Context: an optimization exercise on an open-source flow, tuned for small area. The choices shown serve that exercise and are no tape-out recipe.
RTL that was checked went through simulation tests only; none was proved equivalent to the original.
For runs 2 and 5, only the layout was checked, not whether the RTL still works.
The clock port is modelled as an ideal driver; clocking choices that lean on that would not hold on a real chip.
Power figures rest on the tool's default switching activity, not on a simulated workload.

==> flow/design.v <==
`timescale 1ns / 1ps
`default_nettype none
module lepton_channel (
	input  wire        clk,
	input  wire        reset,
	input  wire        fpixel,
	input  wire [1:0]  telemetry,
	output wire        ncs,
	output wire        sclk,
	input  wire        miso,
	output reg         n_locked,
	output wire        vsync,
	output wire        hsync,
	output wire        pvalid,
	output wire [23:0] pixel,
	output wire        tsync,
	output wire        tvalid,
	output wire [15:0] tdata
	);
	reg  [1:0]  ph;
	reg  [2:0]  bb;
	reg  [1:0]  bm;
	reg  [6:0]  bt;
	reg         sd;            
	reg         rf;            
	reg  [23:0] shift;
	reg  [5:0]  id6;           
	reg         discard;       
	reg         wrong_id;
	wire nedg = ph[1] & ph[0];
	wire pedg = !ph[1] & ph[0];
	wire at_delay = &bt[5:1] & bm[0] & bb[2];                                 
	wire at_bmax  = &bb & (fpixel ? bt[6] & bt[4] & bt[0] :                   
	                                bt[5] & bt[4] & bt[2] & bt[1] & bm[0]);   
	wire wrap     = sd ? at_bmax : at_delay;
	wire t0       = bt == 7'd0;
	wire t1       = bt == 7'd1;
	wire c15      = t0 & bm == 2'd1 & bb == 3'd7;       
	wire c31      = t1 & bm == 2'd0 & bb == 3'd7;       
	wire c32      = t1 & bm == 2'd1 & bb == 3'd0;       
	wire id_strobe  = sd & nedg & c15;
	wire crc_strobe = sd & nedg & c31;
	wire sync     = sd & ph == 2'd0 & c32;
	wire sync_q   = sd & ph == 2'd1 & c32;
	wire valid_q  = !n_locked & ph == 2'd1 & bb == 3'd0 &
	                !((t0 & bm != 2'd0) | (t1 & bm != 2'd2));
	wire p2valid  = valid_q & !(bt[0] ^ (bm == 2'd1));
	wire p3valid  = valid_q & (bm == 2'd1 | (t0 & bm == 2'd0));
	wire normal  = id6 != 6'd63;
	wire bad_id  = !(discard | normal);
	wire [5:0]  sh6 = shift[5:0];
	wire hi_nz  = |shift[11:6];
	wire normal_next  = !hi_nz & sh6 != 6'd63;
	wire discard_next = shift[11:8] == 4'hf;
	wire special_next = !shift[15] & shift[14:12] < 3'd5 & !hi_nz & sh6 == 6'd20;
	wire wrapc  = discard | id6 == ((telemetry == 2'b00) ? 6'd59 : 6'd60);
	wire wrong_next = normal_next &
	                  (n_locked ? sh6 != 6'd1 :
	                   wrapc    ? sh6 != 6'd0 :
	                              !(normal & sh6 == id6 + 6'd1));
	wire reset_int = !reset & sync & (bad_id | wrong_id);
	assign ncs  = !(sd | (at_delay & ph[1]));
	assign sclk = !sd | ph[1];
	always @(posedge clk) begin
		if (reset | (rf & ph == 2'd0)) begin
			{bt, bm, bb, ph} <= 14'd2;
		end else if (nedg & wrap) begin
			{bt, bm, bb, ph} <= 14'd0;
		end else begin
			ph <= ph + 2'd1;
			if (nedg) begin
				bb <= bb + 3'd1;
				if (bb == 3'd7) begin
					bm <= (bm == 2'd2) ? 2'd0 : bm + 2'd1;
					if (bm == 2'd2) bt <= bt + 7'd1;
				end
			end
		end
		if (reset | rf) begin
			sd <= 1'b0;
			n_locked <= 1'b1;
		end else begin
			if (nedg & at_delay) sd <= 1'b1;
			if (crc_strobe) n_locked <= 1'b0;
		end
		if (reset) rf <= 1'b0;
		else       rf <= reset_int | (rf & ph != 2'd0);
		if (pedg) shift <= {shift[22:16], shift[15] & fpixel, shift[14:0], miso};
		if (id_strobe) begin
			id6 <= sh6 | {6{hi_nz}};
			discard <= discard_next;
			wrong_id <= wrong_next;
		end
	end
	wire fr = reset | n_locked;
	reg        last_seg;
	reg [11:0] seg_sync;
	reg        blank_q;
	reg        hs_toggle;
	wire [5:0] idn = id6;
	wire blank = (blank_q | seg_sync[3]) & !seg_sync[11];
	wire tel_f = telemetry == 2'b01;
	wire tel_h = telemetry == 2'b10;
	wire vdata = !discard & (tel_f ? (idn < 6'd57 | !seg_sync[2]) :
	                         tel_h ? (idn > 6'd3 | !seg_sync[11]) : 1'b1);
	wire tdat  = !vdata & !discard & !blank;
	wire hsync1 = sync_q & !blank & vdata & (!tel_h | idn > 6'd4 | !seg_sync[11]);
	assign pvalid = (fpixel ? p3valid : p2valid) & !blank & vdata;
	assign tvalid = tdat & p2valid;
	assign vsync  = sync_q & !blank & seg_sync[11] & (tel_h ? idn == 6'd4 : idn == 6'd0);
	assign hsync  = hsync1 & hs_toggle;
	assign tsync  = sync_q & tdat & (tel_f ? idn == 6'd57 & seg_sync[2] : idn == 6'd0 & seg_sync[11]);
	assign pixel  = shift;
	assign tdata  = shift[15:0];
	always @(posedge clk) begin
		if (fr | (sync & idn == 6'd0)) seg_sync <= {seg_sync[10:0], last_seg};
		if (fr) begin
			last_seg  <= 1'b0;
			blank_q   <= 1'b1;
			hs_toggle <= 1'b0;
		end else begin
			if (id_strobe & special_next & shift[14:12] == 3'd1) last_seg <= 1'b1;
			else if (id_strobe & special_next & shift[14:12] != 3'd0) last_seg <= 1'b0;
			if (seg_sync[11]) blank_q <= 1'b0;
			else if (seg_sync[3]) blank_q <= 1'b1;
			if (blank | vsync) hs_toggle <= 1'b0;
			else if (hsync1) hs_toggle <= !hs_toggle;
		end
	end
endmodule
`timescale 1ns / 1ps
`default_nettype none
module stereo_lepton_rx (
	input  wire        clk,
	input  wire        reset,         
	input  wire        fpixel,        
	input  wire [1:0]  telemetry,     
	output wire [1:0]  ncs,
	output wire [1:0]  sclk,
	input  wire [1:0]  miso,
	output wire [1:0]  n_locked,      
	output wire        vsync_a,
	output wire        hsync_a,
	output wire        pvalid_a,
	output wire [23:0] pixel_a,
	output wire        tsync_a,
	output wire        tvalid_a,
	output wire [15:0] tdata_a,
	output wire        vsync_b,
	output wire        hsync_b,
	output wire        pvalid_b,
	output wire [23:0] pixel_b,
	output wire        tsync_b,
	output wire        tvalid_b,
	output wire [15:0] tdata_b
	);
	lepton_channel CHA (
		.clk(clk), .reset(reset), .fpixel(fpixel), .telemetry(telemetry),
		.ncs(ncs[0]), .sclk(sclk[0]), .miso(miso[0]), .n_locked(n_locked[0]),
		.vsync(vsync_a), .hsync(hsync_a), .pvalid(pvalid_a), .pixel(pixel_a),
		.tsync(tsync_a), .tvalid(tvalid_a), .tdata(tdata_a)
	);
	lepton_channel CHB (
		.clk(clk), .reset(reset), .fpixel(fpixel), .telemetry(telemetry),
		.ncs(ncs[1]), .sclk(sclk[1]), .miso(miso[1]), .n_locked(n_locked[1]),
		.vsync(vsync_b), .hsync(hsync_b), .pvalid(pvalid_b), .pixel(pixel_b),
		.tsync(tsync_b), .tvalid(tvalid_b), .tdata(tdata_b)
	);
endmodule
==> flow/flow/run.sh <==
#!/bin/bash
# Layout flow: the standard ORFS flow (standard.sh) with these changes:
#  - synthesis: the standard script (synth_recipe.tcl) unchanged, except that ABC
#    maps the logic with an area-oriented script (flow/abc_area.script) and the
#    adders are left to ABC instead of being mapped to half/full-adder cells
#  - port buffers use the smallest buffer cell, sky130_fd_sc_hd__buf_1
#  - clock tree from clkbuf_4 leaf buffers under a clkbuf_8 root, no dummy
#    loads; leaf buffers whose flip-flops see a slow clock edge are then
#    upsized to clkbuf_8 (flow/post_cts.tcl)
# Each tool's output goes to its log under orfs/logs; make's output to flow.log.
set -e
W=$PWD
cat > $W/area_synth.tcl <<EOT
proc abc {args} {
  set i [lsearch \$args -script]
  if {\$i >= 0} { lset args [expr {\$i + 1}] $W/flow/abc_area.script }
  yosys abc {*}\$args
}
source $W/synth_recipe.tcl
EOT
export BUFFER_PORTS_ARGS="-buffer_cell sky130_fd_sc_hd__buf_1"
export CTS_ARGS="-sink_clustering_enable -repair_clock_nets -dont_use_dummy_load -buf_list sky130_fd_sc_hd__clkbuf_4 -root_buf sky130_fd_sc_hd__clkbuf_8"
export POST_CTS_TCL=$W/flow/post_cts.tcl
bash standard.sh SYNTH_SCRIPT=$W/area_synth.tcl ADDER_MAP_FILE= finish > flow.log 2>&1
==> flow/flow/abc_area.script <==
&get -n
&st
&deepsyn -T 60
&st
&dch
&nf -R 1000
&put
==> flow/flow/post_cts.tcl <==
# Upsize the clock-tree leaf buffers whose flip-flop clock pins see a slow edge.
estimate_parasitics -placement
set up [dict create]
foreach pin [get_pins -hierarchical */CLK] {
  if {[get_property $pin slew_max] > 0.100} {
    set net [get_nets -of_objects $pin]
    foreach drv [get_pins -of_objects $net -filter "direction==output"] {
      dict set up [get_full_name [get_cells -of_objects $drv]] 1
    }
  }
}
foreach name [dict keys $up] {
  set inst [get_cells $name]
  if {[string match *clkbuf_4 [get_property $inst ref_name]]} {
    puts "upsizing $name"
    replace_cell $inst sky130_fd_sc_hd__clkbuf_8
  }
}
detailed_placement
check_placement -verbose
==> flow/standard.sh <==
#!/bin/bash
# synth_recipe.tcl (not shown) runs the flow's synth.tcl, then flattens the netlist and writes it again
# the make line also repeats each setting of config.mk as NAME=value (left out here)
make -C /OpenROAD-flow-scripts/flow DESIGN_CONFIG=/design/flow/config.mk WORK_HOME=/design/flow/orfs CLKGATE_MAP_FILE= SYNTH_SCRIPT=/design/flow/synth_recipe.tcl "${@:-finish}"
==> flow/config.mk <==
export PLATFORM = sky130hd
export DESIGN_NAME = stereo_lepton_rx
export DESIGN_NICKNAME = stereo_lepton_rx
export VERILOG_FILES = /design/flow/design.v
export SDC_FILE = /design/flow/constraint.sdc
export NUM_CORES = 4
export LEC_CHECK = 0
export CAP_MARGIN = 20
export CORE_MARGIN = 2
export CORE_UTILIZATION = 65
export PLACE_DENSITY = 0.75
export SLEW_MARGIN = 20
==> flow/constraint.sdc <==
create_clock -name core_clock -period 10.0 [get_ports {clk}]
set_input_delay 2.0000 -clock core_clock [delete_from_list [all_inputs] [get_ports {clk}]]
set_output_delay 2.0000 -clock core_clock [all_outputs]
set_load 0.01 [all_outputs]
==> flow_summary.ini, run 1 <==
[status]
status = finished clean

[critical_path]
critPathLaunch = telemetry[0]
endpoint_kind = primary output
cp.arrival_ps = 3560
r2r_end = CHA.last_seg
startpoint_type = primary input
reg2reg_slack_ps = 7370
critical_path_class = primary input to primary output
cp_max_fo = 7
reg2reg_depth = 10
worstSetupEndpoint = tsync_a
r2r_start = CHA.bt[6]
crit_required_ps = 8000

[power_and_ir_drop]
power_density_nw_per_um2 = 145
p_switching_uw = 178
seqPwrFrac = 0.678
p_total_uw = 852
switching_share = 0.209
clock_power_share = 0.287
combPwrFrac = 0.035
internal-power_uw = 674
peakVddDrop_uv = 102
p_leak_nw = 1.87

[synthesis]
synth_top_area_frac = 0.482
synthXorXnorAreaFrac = 0.0240
syn-mean-instance-area_um2 = 11.3
yosys.area_share.simple = 0.203
yosysSeqAreaShare = 0.628
synth-edff-count = 88
ys_ff_latch = 128
synth_top_family_by_area = simple AND/OR/NAND/NOR gates
syn-instance-count = 487
netlist_top_cells_area = edfxtp_1 (48%), dfxtp_1 (15%), buf_4 (5.2%)
muxShareOfSynthArea = 0
async_flop_share = 0
syn_area_um2 = 5480
synth_top_cell_by_area = edfxtp_1
synth_compound_area_frac = 0.0861
synthAdderAreaFrac = 0
ys_warn_count = 1
synth_flop_cell = edfxtp_1
yosysUniqueCellTypes = 41
syn_nets = 494

[cells_and_area]
area.sequential_um2 = 3440
layout.cells.non_filler = 676
multi_input_area_um2 = 1720
fillers = 609
nNetsFinal = 580
drive_above_1_share = 0.0368
area_growth_pct = 7.51
antenna_cells = 0
final_area_um2 = 5890
final_util = 0.721

[placed_design]
dp_hpwl_um = 7650
pre_cts_ws_ps = 4530
gp_congestion = 0.851
place_inst = 659
place_area_um2 = 5730
port_buffers = 102

[global_route]
track_usage = 0.242
grt_first_pass_wirelength_um = 16600
overflow = 0
antenna_found_initial = 0
grt_pass1_vias = 3521
grt_max_degree = 27

[routing]
drtIter0Drc = 206
drc = 0
wl_met2_um = 5130
wl_met1_um = 4750
vias = 3909
dr.max_layer_used = met4
met3_length_um = 660
ant_nets = 0
wl_per_cell_um = 15.8
dr.pass1.iters = 5
via_per_inst = 5.78
wl_um = 10700

[sta]
fin_setup_tns_ps = 0
tightest_slew_ps = 844
fin_crit_sh = 0.556
rsz0062_at_grt = false
fin_hold_ws_ps = 426
finalClockSkew_ps = 35.3
max_freq_ghz = 0.180
slew_headroom = 0.434
worst_slack_ps = 4440
hold_violations = 0
finalCriticalPeriod_ps = 5560
setup_viol = 0
report.final.slew_viol_count = 0

[worst_hold_path]
hold_path_class = flip-flop to flip-flop

[die]
die_area_um2 = 9180
fp.dieH_um = 95.8
core-area_um2 = 8180
row_count = 33
io_pins = 103
fp.dieW_um = 95.8
initial_core_util = 0.670

[clock_network]
clk_latency_ps = 400
cts_tree = built
clk_pin_slew_ps = 70
numClockSinks = 128

[job]
max-cap-violations = 0
## Yosys cell counts (2+ instances only)
master and instances:
nand3_1 14, o2111ai_1 3, nor3_1 31, or2_0 8
and3_1 7, o22a_1 2, a2111oi_0 3, or4_1 2
nor4_1 8, clkinv_1 10, dfxtp_1 40, a31oi_1 7
nand2_1 39, a21boi_0 2, edfxtp_1 88, or3_1 4
a21oi_1 17, xor2_1 7, nor2_1 64, o31ai_1 2
buf_4 38, a41oi_1 2, nand2b_1 12, and2_0 8
o21ai_0 20, and4_1 5, a211oi_1 4, nand4_1 4
nor3b_1 9, xnor2_1 8, nor2b_1 7, a211o_1 3
## worst min-delay path by stage
stage	start	to	slack [ps]	depth (start not counted)
2_1_floorplan	CHA.seg_sync[9]	CHA.seg_sync[10]	400	0
3_3_place_gp	CHA.seg_sync[8]	CHA.seg_sync[9]	400	0
3_5_place_dp	CHB.seg_sync[10]	CHB.seg_sync[11]	410	0
5_1_grt	CHA.seg_sync[10]	CHA.seg_sync[11]	440	0
6_report	CHA.seg_sync[8]	CHA.seg_sync[9]	430	0
## cells in the final DEF (no fill, tap or decap), drive strengths merged, types with 4 or more instances in the layout
cell type  instances
clkbuf            17
clkinv            10
a211oi             4
buf              105
nand2b            12
or3                4
and2               8
a31oi              7
edfxtp            88
nand2             39
a21oi             17
nor2b              7
nand4              4
xnor2              8
and4               5
xor2               7
dfxtp             40
nor3              31
and3               7
o21ai             20
nor2              64
nor3b              9
nor4               8
nand3             14
or2                8
## worst max-delay path, stage by stage
cell and delay (ps):
buf_1 270, nor2b_1 290, nand2_1 90, o32ai_1 290, nand2_1 150, a21oi_1 170
and2_0 140, buf_1 150
## power groups by stage
stage | Sequential (mW) | Clock, mW | Combinational [mW]
finish | 0.578 | 0.245 | 0.0295
global route | 0.579 | 0.270 | 0.0327
floorplan | 0.589 | 0 | 0.0194
global placement | 0.589 | 0 | 0.0285
detailed placement | 0.590 | 0 | 0.0293
## cell families (layout without fill, tap and decap cells)
logic type             Yosys count  count (layout)
AO/OA/AOI/OAI                   73              73
buffers and inverters           48             132
AND/OR/NAND/NOR                223             223
XOR/XNOR                        15              15
flip-flops                     128             128
## routing by layer
metal,track usage,vias to the layer above
li1,-,1916
met1,0.319,1854
met2,0.380,128
met3,0.0744,11
met4,0.0917,0
met5,0,-
## layout make-up
class / count / share of cell area
multi-input cells: 311 / 0.292
flip-flops and latches: 128 / 0.585
well taps: 105 / 0.0223
inverters: 10 / 0.00637
repair buffers: 105 / 0.0688
clock buffers: 17 / 0.0259
## sequential cells by signal, indices dropped and copies added (netlist names), 3 cells and up
signal / count
CHA.bt: 7
CHB.id6: 6
CHB.seg_sync: 12
CHA.shift: 24
CHA.seg_sync: 12
CHB.bb: 3
CHA.id6: 6
CHB.shift: 24
CHB.bt: 7
CHA.bb: 3
==> inputs of run 2 (changes only) <==
--- a/flow/design.v
+++ b/flow/design.v
@@ -25,8 +25,7 @@
 	reg         rf;            
 	reg  [23:0] shift;
 	reg  [5:0]  id6;           
-	reg         discard;       
-	reg         wrong_id;
+	reg         resync_id;     
 	wire nedg = ph[1] & ph[0];
 	wire pedg = !ph[1] & ph[0];
 	wire at_delay = &bt[5:1] & bm[0] & bb[2];                                 
@@ -46,19 +45,15 @@
 	                !((t0 & bm != 2'd0) | (t1 & bm != 2'd2));
 	wire p2valid  = valid_q & !(bt[0] ^ (bm == 2'd1));
 	wire p3valid  = valid_q & (bm == 2'd1 | (t0 & bm == 2'd0));
-	wire normal  = id6 != 6'd63;
-	wire bad_id  = !(discard | normal);
 	wire [5:0]  sh6 = shift[5:0];
 	wire hi_nz  = |shift[11:6];
-	wire normal_next  = !hi_nz & sh6 != 6'd63;
 	wire discard_next = shift[11:8] == 4'hf;
 	wire special_next = !shift[15] & shift[14:12] < 3'd5 & !hi_nz & sh6 == 6'd20;
+	wire discard = id6 == 6'd63 & !resync_id;
 	wire wrapc  = discard | id6 == ((telemetry == 2'b00) ? 6'd59 : 6'd60);
-	wire wrong_next = normal_next &
-	                  (n_locked ? sh6 != 6'd1 :
-	                   wrapc    ? sh6 != 6'd0 :
-	                              !(normal & sh6 == id6 + 6'd1));
-	wire reset_int = !reset & sync & (bad_id | wrong_id);
+	wire [5:0] exp_id = n_locked ? 6'd1 : wrapc ? 6'd0 : id6 + 6'd1;
+	wire resync_next = !discard_next & (hi_nz | sh6 == 6'd63 | sh6 != exp_id);
+	wire reset_int = !reset & sync & resync_id;
 	assign ncs  = !(sd | (at_delay & ph[1]));
 	assign sclk = !sd | ph[1];
 	always @(posedge clk) begin
@@ -88,8 +83,7 @@
 		if (pedg) shift <= {shift[22:16], shift[15] & fpixel, shift[14:0], miso};
 		if (id_strobe) begin
 			id6 <= sh6 | {6{hi_nz}};
-			discard <= discard_next;
-			wrong_id <= wrong_next;
+			resync_id <= resync_next;
 		end
 	end
 	wire fr = reset | n_locked;
==> flow_summary.ini, run 2 <==
[synthesis]
syn-mean-instance-area_um2 = 11.2
ys_warn_count = 1
syn_nets = 493
ys_top_cells_by_count = edfxtp_1 (86), nor2_1 (57), nand2_1 (42)
synth_top_area_frac = 0.477
async_flop_share = 0
synth_flop_cell = edfxtp_1
yosysMostFrequentCell = edfxtp_1
syn-instance-count = 486
synth-edff-count = 86
ys_ff_latch = 126
synth_top_cell_by_area = edfxtp_1
yosysUniqueCellTypes = 41
yosysSeqAreaShare = 0.624
netlist_top_cells_area = edfxtp_1 (48%), dfxtp_1 (15%), buf_4 (5.3%)
syn_area_um2 = 5420

[power_and_ir_drop]
internal-power_uw = 660
switching_share = 0.211
p_total_uw = 837
p_leak_nw = 1.89
power_density_nw_per_um2 = 143
p_switching_uw = 176
clock_power_share = 0.289
peakVddDrop_uv = 95.0
combPwrFrac = 0.033
seqPwrFrac = 0.678

[die]
io_pins = 103
initial_core_util = 0.666
die_area_um2 = 9080
core-area_um2 = 8130
row_count = 33
fp.dieH_um = 95.3
fp.dieW_um = 95.3

[worst_hold_path]
hold_depth = 0
hold_end = CHA.seg_sync[1]
hold_start = CHA.seg_sync[0]
hold_path_class = flip-flop to flip-flop

[critical_path]
critPathLaunch = telemetry[0]
critical_path_class = primary input to primary output
cp.arrival_ps = 3590
reg2reg_depth = 8
crit_required_ps = 8000
startpoint_type = primary input
cp_max_fo = 6
r2r_end = CHB.hs_toggle
endpoint_kind = primary output
reg2reg_slack_ps = 7160
r2r_start = CHB.bt[1]

[cells_and_area]
largestRegisters = CHA.shift (24), CHB.shift (24)
layout.cells.non_filler = 677
drive_above_1_share = 0.0437
area_growth_pct = 7.80
nNetsFinal = 581
layout_commonest_cell = buf_1
antenna_cells = 0
final_cell_mix = buf_1 (102), edfxtp_1 (86), nor2_1 (57)
fillers = 627

[global_route]
overflow = 0
grt_first_pass_wirelength_um = 17500
grt_pass1_vias = 3656
track_usage = 0.255
grt_max_degree = 27
antenna_found_initial = 0

[clock_network]
cts_tree = built
clk_latency_ps = 410
numClockSinks = 126
clk_pin_slew_ps = 100

[sta]
slew_headroom = 0.466
finalClockSkew_ps = 31.6
fin_crit_sh = 0.559
report.final.slew_viol_count = 0
tightest_slew_ps = 780
finalCriticalPeriod_ps = 5590
hold_violations = 0
max_freq_ghz = 0.179
setup_viol = 0
fin_setup_tns_ps = 0
rsz0062_at_grt = false

[routing]
via_per_inst = 5.83
ant_nets = 0
wl_um = 11200
dr.pass1.iters = 5
vias = 3947
drtIter0Drc = 227
drc = 0
wl_per_cell_um = 16.6

[placed_design]
dp_hpwl_um = 8070
port_buffers = 102
gp_congestion = 0.855
place_inst = 660

[job]
max-cap-violations = 0

[status]
status = finished clean
run 2: changes by cell type after synthesis, sizes merged, moves of 4 or more:
cell and change:
nor4b +4, clkinv -7, nor3b -7, or2 +8, and3 +6, nor2 -7
a21oi +15, xor2 -5
run 2: cell families after synthesis:
group	synth area share
buf+inv	0.0547
simple gates	0.216
flops	0.624
xor+xnor	0.0194
compound gates	0.0857
run 2: metrics by stage:
step | cell area (µm²) | hold slack [ps] | util | setup slack [ps]
global route | 5840 | 409 | 0.718 | 4310
global placement | 5690 | 404 | 0.700 | 4550
detailed placement | 5690 | 406 | 0.700 | 4480
floorplan | 5420 | 400 | - | 4790
finish | 5840 | 395 | 0.718 | 4410
run 2: metal layers:
metal	track usage	part of all wire
met4	0.0990	0.016
met2	0.413	0.49
met5	0	0
met3	0.0553	0.057
met1	0.337	0.43
run 2: how the worst max path moves through the flow:
stage | endpoint | slack [ps] | cells after the start
after global placement | tsync_a | 4550 | 6
after floorplan | tsync_a | 4790 | 4
after global routing | tsync_a | 4310 | 6
final | tsync_a | 4410 | 6
after detailed placement | tsync_a | 4480 | 6
run 2: power groups by stage:
stage	sequential, mW	combinational, mW	clock, mW
floorplan	0.579	0.0176	0
global route	0.569	0.0307	0.263
global placement	0.579	0.0267	0
detailed placement	0.579	0.0273	0
finish	0.567	0.0274	0.242
run 2: final cells by class:
| cell class | count | area, µm² | share of cell area |
|---|---|---|---|
| sequential | 126 | 3380 | 0.579 |
| multi-input combinational | 319 | 1750 | 0.299 |
| timing repair buffer | 107 | 420 | 0.0720 |
| clock buffer | 17 | 146 | 0.0251 |
| tap | 105 | 131 | 0.0225 |
| inverter | 3 | 11.3 | 0.00193 |
run 2: critical path, cell delays in order:
cell       delay [ps]
buf_1             210
nor2b_1           280
nand2_1           110
o32a_1            380
a2111oi_0         390
buf_1             220
==> inputs of run 3 (changes only) <==
--- a/flow/design.v
+++ b/flow/design.v
@@ -22,7 +22,6 @@
 	reg  [1:0]  bm;
 	reg  [6:0]  bt;
 	reg         sd;            
-	reg         rf;            
 	reg  [23:0] shift;
 	reg  [5:0]  id6;           
 	reg         resync_id;     
@@ -53,12 +52,14 @@
 	wire wrapc  = discard | id6 == ((telemetry == 2'b00) ? 6'd59 : 6'd60);
 	wire [5:0] exp_id = n_locked ? 6'd1 : wrapc ? 6'd0 : id6 + 6'd1;
 	wire resync_next = !discard_next & (hi_nz | sh6 == 6'd63 | sh6 != exp_id);
-	wire reset_int = !reset & sync & resync_id;
+	wire resync = sync_q & resync_id;
 	assign ncs  = !(sd | (at_delay & ph[1]));
 	assign sclk = !sd | ph[1];
 	always @(posedge clk) begin
-		if (reset | (rf & ph == 2'd0)) begin
+		if (reset) begin
 			{bt, bm, bb, ph} <= 14'd2;
+		end else if (resync) begin
+			{bt, bm, bb, ph} <= {7'd127, 2'd2, 3'd7, 2'd3};
 		end else if (nedg & wrap) begin
 			{bt, bm, bb, ph} <= 14'd0;
 		end else begin
@@ -71,15 +72,13 @@
 				end
 			end
 		end
-		if (reset | rf) begin
+		if (reset | resync) begin
 			sd <= 1'b0;
 			n_locked <= 1'b1;
 		end else begin
 			if (nedg & at_delay) sd <= 1'b1;
 			if (crc_strobe) n_locked <= 1'b0;
 		end
-		if (reset) rf <= 1'b0;
-		else       rf <= reset_int | (rf & ph != 2'd0);
 		if (pedg) shift <= {shift[22:16], shift[15] & fpixel, shift[14:0], miso};
 		if (id_strobe) begin
 			id6 <= sh6 | {6{hi_nz}};
--- a/flow/config.mk
+++ b/flow/config.mk
@@ -5,8 +5,8 @@
 export SDC_FILE = /design/flow/constraint.sdc
 export NUM_CORES = 4
 export LEC_CHECK = 0
-export CAP_MARGIN = 20
+export CAP_MARGIN = 0
 export CORE_MARGIN = 2
 export CORE_UTILIZATION = 65
 export PLACE_DENSITY = 0.75
-export SLEW_MARGIN = 20
+export SLEW_MARGIN = 0
==> flow_summary.ini, run 3 <==
[die]
die_area_um2 = 9050
initial_core_util = 0.664
io_pins = 103
fp.dieW_um = 95.1
core-area_um2 = 8130
fp.dieH_um = 95.1
row_count = 33

[power_and_ir_drop]
power_density_nw_per_um2 = 144
peakVddDrop_uv = 144
p_leak_nw = 1.89

[worst_hold_path]
hold_path_class = flip-flop to flip-flop

[routing]
wl_um = 11200
ant_nets = 0
dr.pass1.iters = 6
wl_per_cell_um = 17.0
via_per_inst = 6.02
vias = 3988
drc = 0
drtIter0Drc = 304

[job]
max-cap-violations = 0

[synthesis]
yosysMostFrequentCell = edfxtp_1
ys_ff_latch = 124
syn_area_um2 = 5400
netlist_top_cells_area = edfxtp_1 (48%), dfxtp_1 (14%), buf_4 (5.3%)
synth_top_area_frac = 0.478
yosysUniqueCellTypes = 42
synth-edff-count = 86
syn_nets = 482
synth_top_cell_by_area = edfxtp_1
yosysSeqAreaShare = 0.619
synth_flop_cell = edfxtp_1
ys_warn_count = 1
syn-instance-count = 475
ys_top_cells_by_count = edfxtp_1 (86), nand2_1 (41), nor2_1 (40)
async_flop_share = 0
syn-mean-instance-area_um2 = 11.4

[sta]
max_freq_ghz = 0.180
finalCriticalPeriod_ps = 5550
setup_viol = 0
fin_setup_tns_ps = 0
tightest_slew_ps = 660
fin_crit_sh = 0.555
report.final.slew_viol_count = 0
worst_slack_ps = 4450
finalClockSkew_ps = 27.3
rsz0062_at_grt = false
slew_headroom = 0.548
hold_violations = 0

[placed_design]
place_area_um2 = 5650
dp_hpwl_um = 8010
pre_cts_ws_ps = 4510
port_buffers = 102
place_inst = 646
gp_congestion = 0.986

[cells_and_area]
largestRegisters = CHA.shift (24), CHB.shift (24)
area_growth_pct = 7.44
drive_above_1_share = 0.0376
layout_commonest_cell = buf_1
final_cell_mix = buf_1 (102), edfxtp_1 (86), nand2_1 (41)
layout.cells.non_filler = 663
final_area_um2 = 5800
nNetsFinal = 567
antenna_cells = 0

[critical_path]
crit_required_ps = 8000
endpoint_kind = primary output
cp.arrival_ps = 3550
critical_path_class = primary input to primary output
cp_max_fo = 6
startpoint_type = primary input

[global_route]
grt_max_degree = 29
overflow = 0
antenna_found_initial = 0
grt_pass1_vias = 3577
grt_first_pass_wirelength_um = 17600
track_usage = 0.259

[clock_network]
clk_pin_slew_ps = 90
cts_tree = built
clk_latency_ps = 420
numClockSinks = 124

[status]
status = finished clean
## run 3: changes by cell type after synthesis, sizes merged, moves of 4 or more
cell | before | now
nand2b | 9 | 5
nor3b | 2 | 7
nand3 | 13 | 22
a21oi | 32 | 24
nor2 | 57 | 40
nand4 | 3 | 8
nor3 | 34 | 29
nand4b | 4 | 0
or2 | 16 | 12
xor2 | 2 | 7
## run 3: critical path, stage by stage
cell,delay [ps]
buf_1,100
clkinv_1,150
nand2_1,260
nor2_1,110
a31oi_1,290
nand2b_1,110
nor2_1,190
o211a_1,190
buf_1,150
## run 3: power breakdown
part	leakage [nW]	switching, mW	total [mW]	internal, mW
Sequential	1.14	0.00819	0.560	0.551
Combinational	0.667	0.0181	0.0274	0.00922
Clock	0.0886	0.151	0.246	0.0958
## run 3: cell families (layout without fill, tap and decap cells)
logic type / Yosys count / count (layout) / synth area share
compound gates: 82 / 82 / 0.0966
flops: 124 / 124 / 0.619
xor+xnor: 14 / 14 / 0.0227
mux: 3 / 3 / 0.00556
buf+inv: 42 / 125 / 0.0556
simple gates: 210 / 210 / 0.200
## run 3: worst paths after layout
path	to	slack, ps	startpoint	cells past startpoint
worst max-delay path	hsync_a	4450	telemetry[0]	9
worst min-delay path	CHB.seg_sync[7]	400	CHB.seg_sync[6]	0
worst max register to register	CHA.bt[6]	7440	CHA.ph[1]	11
worst min register to register	CHB.seg_sync[7]	400	CHB.seg_sync[6]	0
## run 3: cell type report
cell class              count  area, µm²
clock buffers              17        153
fillers                   614       2330
inverters                   4       15.0
multi-input cells         309       1760
flip-flops and latches    124       3340
well taps                 105        131
repair buffers            104        398
## run 3: stage by stage
stage / total power [mW] / hold WS (ps) / utilization
after global placement: 0.598 / 403 / 0.694
after global routing: 0.863 / 425 / 0.713
after floorplan: 0.589 / 400 / -
final: 0.833 / 404 / 0.713
after detailed placement: 0.599 / 407 / 0.694
## run 3: routing by layer
metal / vias to the layer above / GRT usage / routed length, µm
li1: 1905 / - / -
met1: 1883 / 0.357 / 4840
met2: 170 / 0.377 / 5250
met3: 30 / 0.0846 / 848
met4: 0 / 0.109 / 303
met5: - / 0 / 0
==> inputs of run 4 (changes only) <==
--- a/flow/config.mk
+++ b/flow/config.mk
@@ -5,8 +5,8 @@
 export SDC_FILE = /design/flow/constraint.sdc
 export NUM_CORES = 4
 export LEC_CHECK = 0
-export CAP_MARGIN = 0
+export CAP_MARGIN = 20
 export CORE_MARGIN = 2
 export CORE_UTILIZATION = 65
 export PLACE_DENSITY = 0.75
-export SLEW_MARGIN = 0
+export SLEW_MARGIN = 20
==> flow_summary.ini, run 4 <==
[status]
status = finished clean

[synthesis]
syn-instance-count = 475
synth_flop_cell = edfxtp_1
synth_top_area_frac = 0.478
netlist_top_cells_area = edfxtp_1 (48%), dfxtp_1 (14%), buf_4 (5.3%)
ys_ff_latch = 124
synth_top_cell_by_area = edfxtp_1
ys_top_cells_by_count = edfxtp_1 (86), nand2_1 (41), nor2_1 (40)
yosysUniqueCellTypes = 42
synth-edff-count = 86
ys_warn_count = 1
syn_nets = 482
syn-mean-instance-area_um2 = 11.4
yosysSeqAreaShare = 0.619
syn_area_um2 = 5400
yosysMostFrequentCell = edfxtp_1
async_flop_share = 0

[routing]
vias = 3988
drc = 0
drtIter0Drc = 304
wl_per_cell_um = 17.0
dr.pass1.iters = 6
wl_um = 11200
via_per_inst = 6.02
ant_nets = 0

[die]
fp.dieW_um = 95.1
fp.dieH_um = 95.1
row_count = 33
die_area_um2 = 9050
initial_core_util = 0.664
core-area_um2 = 8130
io_pins = 103

[sta]
tightest_slew_ps = 660
max_freq_ghz = 0.180
fin_crit_sh = 0.555
worst_slack_ps = 4450
finalCriticalPeriod_ps = 5550
setup_viol = 0
report.final.slew_viol_count = 0
hold_violations = 0
fin_setup_tns_ps = 0
slew_headroom = 0.548
rsz0062_at_grt = false
fin_hold_ws_ps = 404
finalClockSkew_ps = 27.3

[critical_path]
max_stage_delay_ps = 290
endpoint_kind = primary output
critical_path_class = primary input to primary output
cp.arrival_ps = 3550
crit_chain = buf_1 -> clkinv_1 -> nand2_1 -> nor2_1 -> a31oi_1 -> nand2b_1 -> nor2_1 -> o211a_1 -> buf_1
crit_required_ps = 8000
cp_max_fo = 6
startpoint_type = primary input
crit_path_top_delay_cell = a31oi_1

[placed_design]
port_buffers = 102
pre_cts_ws_ps = 4510
place_inst = 646
gp_congestion = 0.986
place_area_um2 = 5650
dp_hpwl_um = 8010

[cells_and_area]
largestRegisters = CHA.shift (24), CHB.shift (24)
drive_above_1_share = 0.0376
layout_commonest_cell = buf_1
layout.cells.non_filler = 663
nNetsFinal = 567
fillers = 614
final_area_um2 = 5800
antenna_cells = 0
final_util = 0.713
final_cell_mix = buf_1 (102), edfxtp_1 (86), nand2_1 (41)
area_growth_pct = 7.44

[global_route]
antenna_found_initial = 0
overflow = 0
grt_max_degree = 29
grt_pass1_vias = 3577
track_usage = 0.259
grt_first_pass_wirelength_um = 17600

[clock_network]
clk_pin_slew_ps = 90
numClockSinks = 124
clk_latency_ps = 420
cts_tree = built

[job]
max-cap-violations = 0

[worst_hold_path]
hold_path_class = flip-flop to flip-flop

[power_and_ir_drop]
power_density_nw_per_um2 = 144
p_total_uw = 833
p_leak_nw = 1.89
peakVddDrop_uv = 144
==> run 4: cell counts after synthesis <==
Identical to the previous run, type by type.
==> run 4: worst max-delay path: cells and delay by family <==
family	cells	cell delay, ps
buffers and inverters	3	400
AOI/OAI and AO/OA	2	480
and+or+nand+nor	4	670
==> run 4: where the power goes <==
| group | leakage (nW) | total, mW | internal, mW | switching (mW) |
|---|---|---|---|---|
| logic | 0.667 | 0.0274 | 0.00922 | 0.0181 |
| clock network | 0.0886 | 0.246 | 0.0958 | 0.151 |
| registers | 1.14 | 0.560 | 0.551 | 0.00819 |
| total | 1.89 | 0.833 | 0.656 | 0.177 |
==> run 4: kinds of logic after synthesis <==
group                  share of synthesized area
AND/OR/NAND/NOR                            0.200
buffers and inverters                     0.0556
AO/OA/AOI/OAI                             0.0966
XOR/XNOR                                  0.0227
flip-flops                                 0.619
multiplexers                             0.00556
==> run 4: area by class of cell <==
class	count	area (µm²)	share of cell area
clock buffers	17	153	0.0263
inverters	4	15.0	0.00259
multi-input cells	309	1760	0.303
flip-flops and latches	124	3340	0.576
well taps	105	131	0.0226
repair buffers	104	398	0.0686
==> run 4: per-layer routing <==
layer  GRT usage  vias up  share of wire
met2       0.377      170           0.47
met3      0.0846       30          0.075
met5           0        -              0
li1            -     1905              -
met1       0.357     1883           0.43
met4       0.109        0          0.027
==> run 4: final timing paths <==
| kind | start | end | slack, ps | cells after the start |
|---|---|---|---|---|
| hold / removal | CHB.seg_sync[6] | CHB.seg_sync[7] | 400 | 0 |
| hold reg to reg | CHB.seg_sync[6] | CHB.seg_sync[7] | 400 | 0 |
| setup reg to reg | CHA.ph[1] | CHA.bt[6] | 7440 | 11 |
| setup / recovery | telemetry[0] | hsync_a | 4450 | 9 |
==> inputs of run 5 (changes only) <==
--- a/flow/design.v
+++ b/flow/design.v
@@ -36,9 +36,9 @@
 	wire c15      = t0 & bm == 2'd1 & bb == 3'd7;       
 	wire c31      = t1 & bm == 2'd0 & bb == 3'd7;       
 	wire c32      = t1 & bm == 2'd1 & bb == 3'd0;       
-	wire id_strobe  = sd & nedg & c15;
+	wire id_strobe  = nedg & c15;         
 	wire crc_strobe = sd & nedg & c31;
-	wire sync     = sd & ph == 2'd0 & c32;
+	wire sync     = ph == 2'd0 & c32;      
 	wire sync_q   = sd & ph == 2'd1 & c32;
 	wire valid_q  = !n_locked & ph == 2'd1 & bb == 3'd0 &
 	                !((t0 & bm != 2'd0) | (t1 & bm != 2'd2));
==> flow_summary.ini, run 5 <==
[critical_path]
cp_num_buf_inv = 3
cp.arrival_ps = 3550
startpoint_type = primary input
crit_chain = buf_1 -> nor2b_1 -> nand2b_1 -> o32ai_1 -> clkinv_1 -> a2111oi_0 -> buf_1
crit_required_ps = 8000
crit_path_top_delay_cell = nor2b_1
reg2reg_depth = 9
r2r_end = CHB.resync_id
cp_max_fo = 6
critical_path_class = primary input to primary output
crit_top_cell = buf_1
reg2reg_slack_ps = 7340
cp_top_family = simple AND/OR/NAND/NOR gates
endpoint_kind = primary output
r2r_start = CHB.id6[0]
max_stage_delay_ps = 430

[power_and_ir_drop]
combPwrFrac = 0.032
p_leak_nw = 1.86
clock_power_share = 0.297
peakVddDrop_uv = 78.6
internal-power_uw = 656
seqPwrFrac = 0.671
p_switching_uw = 177
switching_share = 0.213
power_density_nw_per_um2 = 143

[sta]
rsz0062_at_grt = false
hold_violations = 0
slew_headroom = 0.500
finalClockSkew_ps = 33.8
fin_setup_tns_ps = 0
setup_viol = 0
report.final.slew_viol_count = 0
fin_crit_sh = 0.555
max_freq_ghz = 0.180
tightest_slew_ps = 746
finalCriticalPeriod_ps = 5550
fin_hold_ws_ps = 407

[cells_and_area]
area.sequential_um2 = 3340
largestRegisters = CHA.shift (24), CHB.shift (24)
antenna_cells = 0
final_cell_mix = buf_1 (102), edfxtp_1 (86), nand2_1 (42)
layout_commonest_cell = buf_1
area_growth_pct = 7.66
final_area_um2 = 5820
fillers = 603
drive_above_1_share = 0.0391
layout.cells.non_filler = 667
multi_input_area_um2 = 1780
nNetsFinal = 571

[worst_hold_path]
hold_path_class = flip-flop to flip-flop
hold_end = CHB.seg_sync[7]
hold_depth = 0
hold_start = CHB.seg_sync[6]

[global_route]
grt_pass1_vias = 3679
grt_max_degree = 27
grt_first_pass_wirelength_um = 17700
antenna_found_initial = 0
track_usage = 0.260
overflow = 0

[routing]
via_per_inst = 6.01
vias = 4010
wl_um = 11200
drtIter0Drc = 296
wl_per_cell_um = 16.8
drc = 0
ant_nets = 0
dr.pass1.iters = 5

[synthesis]
synth-edff-count = 86
yosysUniqueCellTypes = 42
syn-mean-instance-area_um2 = 11.3
syn_area_um2 = 5410
async_flop_share = 0
synth_flop_cell = edfxtp_1
yosysMostFrequentCell = edfxtp_1
yosysSeqAreaShare = 0.618
ys_top_cells_by_count = edfxtp_1 (86), nand2_1 (42), buf_4 (38), dfxtp_1 (38), nor2_1 (38)
synth_top_area_frac = 0.477
syn_nets = 487
synth_top_cell_by_area = edfxtp_1
netlist_top_cells_area = edfxtp_1 (48%), dfxtp_1 (14%), buf_4 (5.3%)
ys_ff_latch = 124
syn-instance-count = 480
ys_warn_count = 1

[placed_design]
gp_congestion = 0.886
port_buffers = 102
dp_hpwl_um = 7810
place_area_um2 = 5660
place_inst = 650

[die]
core-area_um2 = 8130
fp.dieW_um = 95.2
io_pins = 103
die_area_um2 = 9070
fp.dieH_um = 95.2
row_count = 33
initial_core_util = 0.665

[clock_network]
clk_pin_slew_ps = 80
numClockSinks = 124
clk_latency_ps = 410
cts_tree = built

[job]
max-cap-violations = 0

[status]
status = finished clean
==> run 5: cell type report <==
| type | instances | share of cell area |
|---|---|---|
| multi-input cells | 310 | 0.305 |
| well taps | 105 | 0.0226 |
| clock buffers | 17 | 0.0262 |
| inverters | 8 | 0.00516 |
| repair buffers | 103 | 0.0670 |
| flip-flops and latches | 124 | 0.574 |
==> run 5: logic make-up (layout without fill, tap and decap cells) <==
kind of cell / Yosys count / in the layout / synth area share
AOI/OAI and AO/OA: 89 / 89 / 0.103
xor gates and xnor gates: 13 / 13 / 0.0210
buffers and inverters: 46 / 128 / 0.0583
DFF: 124 / 124 / 0.618
and+or+nand+nor: 208 / 208 / 0.199
==> run 5: how the worst max path moves through the flow <==
stage                       from      end  cells after the start
floorplan           telemetry[1]  tsync_a                      5
global placement    telemetry[0]  tsync_a                      7
detailed placement  telemetry[0]  tsync_a                      7
global route        telemetry[0]  tsync_a                      7
finish              telemetry[1]  tsync_a                      7
==> run 5: power by group through the flow <==
stage          clock network [mW]  registers [mW]  logic (mW)
6_report                    0.248           0.559      0.0264
2_1_floorplan                   0           0.571      0.0170
3_5_place_dp                    0           0.571      0.0266
5_1_grt                     0.274           0.561      0.0299
3_3_place_gp                    0           0.570      0.0257
==> run 5: worst register-to-register path, delay by kind of cell, from the launching register on <==
| kind | cells | cell delay [ps] |
|---|---|---|
| AOI/OAI and AO/OA | 6 | 1060 |
| and+or+nand+nor | 3 | 840 |
| DFF | 1 | 490 |
==> run 5: through the flow <==
stage          power, mW  utilization  worst slack [ps]
2_1_floorplan      0.588            -              4740
3_3_place_gp       0.596        0.695              4450
3_5_place_dp       0.598        0.696              4450
5_1_grt            0.864        0.716              4230
6_report           0.833        0.716              4450
==> run 5: routing by layer <==
metal  global-route usage  vias to the layer above  wire length, µm
met5                    0                        -                0
met4               0.0930                        0              196
met3               0.0759                       21              690
met2                0.397                      157             5280
met1                0.358                     1916             5010
li1                     -                     1916                -
==> inputs of run 6 (changes only) <==
--- a/flow/design.v
+++ b/flow/design.v
@@ -36,9 +36,9 @@
 	wire c15      = t0 & bm == 2'd1 & bb == 3'd7;       
 	wire c31      = t1 & bm == 2'd0 & bb == 3'd7;       
 	wire c32      = t1 & bm == 2'd1 & bb == 3'd0;       
-	wire id_strobe  = nedg & c15;         
+	wire id_strobe  = sd & nedg & c15;
 	wire crc_strobe = sd & nedg & c31;
-	wire sync     = ph == 2'd0 & c32;      
+	wire sync     = sd & ph == 2'd0 & c32;
 	wire sync_q   = sd & ph == 2'd1 & c32;
 	wire valid_q  = !n_locked & ph == 2'd1 & bb == 3'd0 &
 	                !((t0 & bm != 2'd0) | (t1 & bm != 2'd2));
--- a/flow/config.mk
+++ b/flow/config.mk
@@ -7,6 +7,6 @@
 export LEC_CHECK = 0
 export CAP_MARGIN = 20
 export CORE_MARGIN = 2
-export CORE_UTILIZATION = 65
-export PLACE_DENSITY = 0.75
+export CORE_UTILIZATION = 75
+export PLACE_DENSITY = 0.85
 export SLEW_MARGIN = 20
==> flow_summary.ini, run 6 <==
[die]
die_area_um2 = 7890
row_count = 30
fp.dieH_um = 88.8
fp.dieW_um = 88.8
core-area_um2 = 6870
io_pins = 103
initial_core_util = 0.786

[synthesis]
yosysSeqAreaShare = 0.619
synth_top_area_frac = 0.478
synth_top_cell_by_area = edfxtp_1
syn-mean-instance-area_um2 = 11.4
synth-edff-count = 86
yosysUniqueCellTypes = 42
ys_warn_count = 1
syn-instance-count = 475
async_flop_share = 0
ys_top_cells_by_count = edfxtp_1 (86), nand2_1 (41), nor2_1 (40)
netlist_top_cells_area = edfxtp_1 (48%), dfxtp_1 (14%), buf_4 (5.3%)
yosysMostFrequentCell = edfxtp_1
ys_ff_latch = 124
syn_area_um2 = 5400
syn_nets = 482
synth_flop_cell = edfxtp_1

[sta]
fin_hold_ws_ps = 416
report.final.slew_viol_count = 0
rsz0062_at_grt = false
slew_headroom = 0.556
setup_viol = 0
hold_violations = 0
tightest_slew_ps = 666
fin_setup_tns_ps = 0
finalClockSkew_ps = 36.4
fin_crit_sh = 0.558
max_freq_ghz = 0.179
finalCriticalPeriod_ps = 5580

[cells_and_area]
layout.cells.non_filler = 654
largestRegisters = CHA.shift (24), CHB.shift (24)
area_growth_pct = 6.88
antenna_cells = 0
final_util = 0.840
final_area_um2 = 5770
fillers = 388
final_cell_mix = buf_1 (102), edfxtp_1 (86), nand2_1 (41)
nNetsFinal = 567
layout_commonest_cell = buf_1
drive_above_1_share = 0.0376

[routing]
wl_per_cell_um = 17.1
wl_um = 11200
ant_nets = 0
wl_met2_um = 5430
drc = 0
met3_length_um = 879
wl_met1_um = 4590
dr.max_layer_used = met4
drtIter0Drc = 330
dr.pass1.iters = 5
vias = 4035
via_per_inst = 6.17

[placed_design]
dp_hpwl_um = 8020
port_buffers = 102
gp_congestion = 0.910
place_area_um2 = 5640
place_inst = 637

[critical_path]
critical_path_class = primary input to primary output
reg2reg_slack_ps = 7450
crit_required_ps = 8000
reg2reg_depth = 11
startpoint_type = primary input
cp_max_fo = 6
cp.arrival_ps = 3580
endpoint_kind = primary output
r2r_end = CHA.bt[6]
r2r_start = CHA.ph[1]

[clock_network]
clk_latency_ps = 410
cts_tree = built
numClockSinks = 124
clk_pin_slew_ps = 70

[power_and_ir_drop]
combPwrFrac = 0.034
seqPwrFrac = 0.683
switching_share = 0.213
p_leak_nw = 1.88
p_switching_uw = 174
peakVddDrop_uv = 97.9
power_density_nw_per_um2 = 142
clock_power_share = 0.282
internal-power_uw = 644

[global_route]
grt_pass1_vias = 3736
track_usage = 0.300
grt_max_degree = 29
grt_first_pass_wirelength_um = 17500
antenna_found_initial = 0
overflow = 0

[status]
status = finished clean

[job]
max-cap-violations = 0

[worst_hold_path]
hold_path_class = flip-flop to flip-flop
hold_depth = 0
hold_end = CHB.seg_sync[2]
hold_start = CHB.seg_sync[1]
## run 6: cell count changes after synthesis, sizes merged, moves of 3 or more
| cell | change |
|---|---|
| nor3b | +4 |
| clkinv | -4 |
| mux2i | +3 |
| or2 | -6 |
| o21ai | -4 |
| nor3 | +4 |
| nor4 | -5 |
| xor2 | +3 |
| a31oi | +3 |
| o31ai | -4 |
| nand3 | +8 |
## run 6: worst max-delay path, cell delays in order
cell and delay [ps]:
buf_1 160, clkinv_1 160, nand2_1 220, nor2_1 80
a31oi_1 300, nand2b_1 130, nor2_1 170, o211a_1 200
buf_1 150
## run 6: cells by family after synthesis
group	synth area share
multiplexers	0.00556
flip-flops	0.619
AO/OA/AOI/OAI	0.0966
buffers and inverters	0.0556
AND/OR/NAND/NOR	0.200
XOR/XNOR	0.0227
## run 6: metrics by stage
stage / worst slack (ps) / power (mW)
after global routing: 4280 / 0.841
after global placement: 4550 / 0.597
after detailed placement: 4490 / 0.599
final: 4420 / 0.818
after floorplan: 5040 / 0.589
## run 6: metal layers
| layer | track usage | up-vias |
|---|---|---|
| li1 | - | 1911 |
| met1 | 0.389 | 1895 |
| met2 | 0.470 | 196 |
| met3 | 0.0774 | 33 |
| met4 | 0.152 | 0 |
| met5 | 0 | - |
## run 6: layout make-up
type / count / area, µm² / area share
repair buffers: 104 / 398 / 0.0690
flip-flops and latches: 124 / 3340 / 0.579
multi-input cells: 309 / 1760 / 0.305
clock buffers: 17 / 134 / 0.0232
inverters: 4 / 15.0 / 0.00260
well taps: 96 / 120 / 0.0208
## run 6: worst max-delay path by stage
stage | start | endpoint | slack, ps | cells after the start
after floorplan | telemetry[0] | hsync_a | 5040 | 7
after global placement | telemetry[0] | hsync_a | 4550 | 9
after detailed placement | telemetry[0] | hsync_a | 4490 | 9
after global routing | telemetry[0] | hsync_a | 4280 | 9
final | telemetry[0] | hsync_a | 4420 | 9
## run 6: power by group through the flow
stage	logic, mW	clock network (mW)	registers (mW)
final	0.0280	0.231	0.559
after global routing	0.0305	0.249	0.561
after detailed placement	0.0276	0	0.571
after floorplan	0.0178	0	0.571
after global placement	0.0264	0	0.570

[what the ideal ports hide]
In the flow no input, the clock included, has a driving cell. The finished layouts below were timed again as built, in two steps. Step 1 assumes that a clkbuf_16 drives the clock port and a buf_2 every other input. Step 2 also shifts input and output timing later by t, the mid clock arrival at the registers, as if the neighbouring blocks saw the same clock. Slacks: no drivers / after step 1 / after step 2; pairs: no drivers / after step 1.
run | shift t [ns] | slack for setup (ns) | worst data-port slew with drivers (ns) | cell pins on the clock port's net
run 1 | 0.419 | 4.442 / 4.420 / 4.420 | 0.05 | 1
run 2 | 0.424 | 4.415 / 4.389 / 4.389 | 0.04 | 1
run 3 | 0.435 | 4.447 / 4.417 / 4.417 | 0.03 | 1
run 4 | 0.435 | 4.447 / 4.417 / 4.417 | 0.03 | 1
run 5 | 0.424 | 4.446 / 4.396 / 4.396 | 0.05 | 1
run 6 | 0.424 | 4.418 / 4.394 / 4.394 | 0.03 | 1
After both steps every run listed still meets setup and hold. For run 5, which loses most, drivers alone change the setup slack by -0.050 ns; drivers and shift together by -0.050 ns.
